Context: an optimization exercise on an open-source flow, tuned for small area. The choices shown serve that exercise and are no tape-out recipe. Only simulation tests tie the RTL to the original design; equivalence was not proved. No activity file was given, so power comes from the tool's default toggle rates.

// TopLevel
module TopLevel (
    input  logic        clk, rst, interrupt,
    output logic [31:0] imem_addr,
    input  logic [31:0] imem_rdata,
    output logic [31:0] dmem_addr,
    output logic [31:0] dmem_wdata,
    output logic [3:0]  dmem_wmask,
    output logic        dmem_we,
    input  logic [31:0] dmem_rdata);
Size: roughly 0.035 mm2 of cells after synthesis.
==> flow/config.mk <==
export PLATFORM = sky130hd
export DESIGN_NAME = TopLevel
export DESIGN_NICKNAME = TopLevel
export VERILOG_FILES = /design/flow/design.v
export SDC_FILE = /design/flow/constraint.sdc
export NUM_CORES = 8
export LEC_CHECK = 0
export CAP_MARGIN = 20
export CORE_MARGIN = 2
export CORE_UTILIZATION = 40
export SLEW_MARGIN = 20
==> flow/constraint.sdc <==
create_clock -name core_clock -period 20.0 [get_ports {clk}]
set_input_delay 4.0000 -clock core_clock [delete_from_list [all_inputs] [get_ports {clk}]]
set_output_delay 4.0000 -clock core_clock [all_outputs]
set_load 0.01 [all_outputs]
run.sh (not shown) runs the stock make flow with config.mk's settings and CLKGATE_MAP_FILE= SYNTH_SCRIPT=/design/flow/synth_recipe.tcl, a recipe that flattens the netlist after the stock synthesis.
The first run completed with no timing, DRC or antenna violations.
Then changed:
CORE_UTILIZATION = 60   (was 40)
CTS_BUF_LIST = sky130_fd_sc_hd__clkbuf_4   (was not set)
CTS_CLUSTER_DIAMETER = 40   (was not set)
CTS_CLUSTER_SIZE = 10   (was not set)
Effect: The changed run completed without violations. Wire length went down by 5.3%. Clock skew went up by 0.020 ns. Worst setup slack degrades by 0.12 ns. Power shrinks by 22%. Final cell count goes down by 9.4%. Cell area drops by 7.0%. Synthesized cell count does not change. Non-clock buffer count came out higher by 4. Via count barely changes. Sequential power is about the same. Core utilization rises by 19 points.

build 96:
TopLevel, a different RTL version from the one above (not shown whole).
For scale: about 170 I/O pins.
Design TopLevel, start of the top module:
module TopLevel (
    input  logic        clk, rst, interrupt,
    output logic [31:0] imem_addr,
    input  logic [31:0] imem_rdata,
    output logic [31:0] dmem_addr,
    output logic [31:0] dmem_wdata,
    output logic [3:0]  dmem_wmask,
    output logic        dmem_we,
    input  logic [31:0] dmem_rdata);
clock: 20.0 ns
lec_check: 0
cap_margin: 20
core_margin: 2
core_utilization: 60
gpl_timing_driven: 0
slew_margin: 20
standard.sh (not shown) runs the stock make flow with config.mk's settings and CLKGATE_MAP_FILE= SYNTH_SCRIPT=/design/flow/synth_recipe.tcl, a recipe that flattens the netlist after the stock synthesis.
==> flow/flow/run.sh <==
#!/bin/bash
# The standard layout, with two changes:
#  - after the standard synthesis, its combinational logic is mapped again by
#    ABC for area; flip-flops keep their instances, names and cell types;
#  - every port gets the smallest buffer.
# Each tool's output goes to a log file of its own in this folder.
set -euo pipefail
RES="$PWD/orfs/results/$FLOW_PLATFORM/TopLevel/base"
BP="BUFFER_PORTS_ARGS=-buffer_cell sky130_fd_sc_hd__buf_1"
YOSYS="${FLOW_HOME}/../tools/install/yosys/bin/yosys"
command -v yosys >/dev/null 2>&1 && YOSYS="$(command -v yosys)"
LIB="${FLOW_HOME}/platforms/${FLOW_PLATFORM}/lib/sky130_fd_sc_hd__tt_025C_1v80.lib"

# standard synthesis
bash standard.sh "$BP" "$RES/1_2_yosys.v" > standard_synth.log 2>&1
cp "$RES/1_2_yosys.v" "$RES/1_2_yosys_std.v"

# area remap of the combinational cells
DU=""
for c in $(cat flow/dont_use.txt); do DU="$DU -dont_use $c"; done
cat > remap.ys <<EOT
read_liberty -ignore_miss_func $LIB
delete sky130_fd_sc_hd__*df* sky130_fd_sc_hd__*dl* sky130_fd_sc_hd__conb_*
write_verilog -noattr remap_models.v
design -reset
read_liberty -lib $LIB
read_verilog -sv $RES/1_2_yosys_std.v
hierarchy -top $FLOW_TOP
techmap -map remap_models.v
techmap
rename -hide w:*.*
opt -fast -purge
abc -liberty $LIB $DU -script $PWD/flow/area.abc
opt_clean -purge
hilomap -singleton -hicell sky130_fd_sc_hd__conb_1 HI -locell sky130_fd_sc_hd__conb_1 LO
rename -hide w:*.*
splitnets
opt_clean -purge
insbuf -buf sky130_fd_sc_hd__buf_4 A X
check -assert
stat -liberty $LIB
write_verilog -noattr -nohex -nodec $RES/1_2_yosys.v
EOT
"$YOSYS" -s remap.ys > remap.log 2>&1

# the rest of the standard flow
CTS="CTS_ARGS=-sink_clustering_enable -repair_clock_nets -sink_clustering_size 30 -sink_clustering_max_diameter 60 -buf_list sky130_fd_sc_hd__clkbuf_16 -dont_use_dummy_load"
bash standard.sh "$BP" "$CTS" finish > standard.log 2>&1
==> flow/flow/area.abc <==
strash
dc2
dch -f
amap
strash
dc2
dch -f
amap
topo
Other scripts of this flow, unchanged in this note and not shown: flow/flow/dont_use.txt
### build 96 -> build 36
Settings: CTS_CLUSTER_SIZE now 8, previously not set; CTS_BUF_LIST now sky130_fd_sc_hd__clkbuf_4, previously not set; CTS_CLUSTER_DIAMETER now 40, previously not set; GPL_TIMING_DRIVEN no longer set, was 0.
-- flow/flow/run.sh --
<<< build 96, line 47
CTS="CTS_ARGS=-sink_clustering_enable -repair_clock_nets -sink_clustering_size 30 -sink_clustering_max_diameter 60 -buf_list sky130_fd_sc_hd__clkbuf_16 -dont_use_dummy_load"
bash standard.sh "$BP" "$CTS" finish > standard.log 2>&1
>>> build 36, line 47
bash standard.sh "$BP" finish > standard.log 2>&1
==> flow/flow/area.abc <==
strash
dch -f
map -a
topo
## What came out
Relative to build 96, worst hold margin has increased by 0.018 ns in build 36. Compared with build 96, build 36 shows number of vias after detailed routing higher by 1557. Side by side, sequential share of layout area turned out lower in build 36 than in build 96. Looking at highest fanout seen on the critical path, build 36 sits above build 96. The largest stage delay on the critical path of build 36 exceeds that of build 96 by 0.28 ns. Taking build 96 as the reference, in build 36 area of all sequential standard cells shows no meaningful change, deepest level of the CTS H-tree shows an increase of 2.
What build 6 does differently from build 36 at the input level:
Settings: CTS_CLUSTER_SIZE: 8 -> 20; CTS_BUF_LIST: sky130_fd_sc_hd__clkbuf_4 -> sky130_fd_sc_hd__clkbuf_8.
### Flow results
Comparing build 36 against build 6, there is no change at all in placed cell area. Build 6 against build 36: total power went up about 9%, ratio of final minimum period to clock period went up 1.3 points, depth of the most critical reg-to-reg path went down 4. Build 6: all stages complete, timing, DRC and antenna checks passed. Final critical delay including setup and external delays on build 6 is behind build 36.
[inputs] build 78 vs build 6
Settings: CTS_BUF_LIST: sky130_fd_sc_hd__clkbuf_8 -> sky130_fd_sc_hd__clkbuf_4; CTS_CLUSTER_SIZE: 20 -> 8.
-- flow/flow/run.sh --
<<< build 6, line 47
bash standard.sh "$BP" finish > standard.log 2>&1
>>> build 78, line 47
CTS="CTS_ARGS=-sink_clustering_enable -repair_clock_nets -sink_clustering_size 28 -sink_clustering_max_diameter 75 -buf_list sky130_fd_sc_hd__clkbuf_16 -dont_use_dummy_load"
bash standard.sh "$BP" "$CTS" finish > standard.log 2>&1
==> flow/flow/area.abc <==
strash
dc2
dch -f
amap
strash
dc2
dch -f
amap
topo
Findings:
- Going from build 6 to build 78, clock power shrank by more than a quarter.
- Looking at cell area after technology mapping, build 78 sits about 1.6% below build 6.
- Area taken by multi-input logic gates, build 6 and build 78: higher on build 6
- STATUS total number of vias: build 78 wins against build 6
- In build 78, internal power consumption is lower than in build 6.
- Comparing build 6 and build 78, the higher wire length of the first global-routing pass was measured on build 6.
- Changes observed in build 78 relative to build 6: sequential share of layout area went up 3.1 points, critical path depth went down 18%, final weighted congestion in routability-driven placement held.
Inputs modified between build 78 and build 14:
Settings: changing CORE_UTILIZATION from 60 to 70; removing CTS_BUF_LIST (formerly sky130_fd_sc_hd__clkbuf_4); removing CTS_CLUSTER_DIAMETER (formerly 40); removing CTS_CLUSTER_SIZE (formerly 8); setting PLACE_DENSITY to 0.8 for the first time.
-- flow/flow/run.sh --
<<< build 78, line 47
CTS="CTS_ARGS=-sink_clustering_enable -repair_clock_nets -sink_clustering_size 28 -sink_clustering_max_diameter 75 -buf_list sky130_fd_sc_hd__clkbuf_16 -dont_use_dummy_load"
>>> build 14, line 47
CTS="CTS_ARGS=-sink_clustering_enable -repair_clock_nets -sink_clustering_size 30 -sink_clustering_max_diameter 60 -buf_list sky130_fd_sc_hd__clkbuf_16 -dont_use_dummy_load"
==> comparison <==
Build 14: relative area change from synthesis to final layout 0.63 points below build 78
Compared with build 78, build 14 shows a lower transition time of the tightest slew-check pin.
Summary of build 14 over build 78: cell area decreased by 0.58% relative to the old numbers, number of global-route vias before repair increased by 2323 relative to the old numbers, global-route wire length before repair increased by 21% relative to the old numbers.
Taking build 14 as 1.0, build 78 lands at 1.6 on number of inserted filler cells in the final layout.
On maximum fanout count along the critical path: build 14 sits below build 78.
Shortest clock period the worst path allows after layout: build 14 vs build 78 up 0.70 ns

static timing again, ports no longer ideal:
The results above use ideal ports. As a check the final layouts listed here were re-extracted and re-timed, cells and wires unchanged.
Step 1 sets driving cells, clkbuf_16 on the clock port and buf_2 on the other inputs (assumed; they add their load-dependent delay and slew).
Step 2 times the ports against the registers' clock, not the clock port: input delays grow and output delays shrink by t, the midpoint of the rising clock arrivals with the driver on.
Slacks: ideal / step 1 / step 2; pairs: ideal / step 1.
run | t (ns) | setup slack, ns | hold WS [ns] | worst setup path at the end | worst register clock-pin slew, ns
the first run of note 1 | 0.733 | 4.520 / 4.488 / 4.488 | 0.296 / 0.296 / 0.296 | input to output | 0.07 / 0.07
the second run of note 1 | 1.055 | 4.404 / 4.309 / 4.309 | 0.299 / 0.299 / 0.299 | input to output | 0.12 / 0.12
build 96 | 0.649 | 0.959 / 0.985 / 0.336 | 0.293 / 0.293 / 0.293 | input to register | 0.11 / 0.11
build 36 | 1.041 | 2.871 / 2.845 / 1.804 | 0.311 / 0.311 / 0.311 | input to register | 0.10 / 0.10
build 6 | 0.780 | 2.603 / 2.561 / 1.781 | 0.299 / 0.299 / 0.299 | input to register | 0.11 / 0.11
build 78 | 0.652 | 1.557 / 1.521 / 0.869 | 0.272 / 0.272 / 0.272 | input to register | 0.11 / 0.11
build 14 | 0.662 | 0.861 / 0.859 / 0.197 | 0.244 / 0.244 / 0.244 | input to register | 0.12 / 0.12
After both steps setup and hold are still met in every run listed. The setup slack of build 36, which loses most, moves by -0.026 ns with the drivers and by -1.067 ns with both steps.
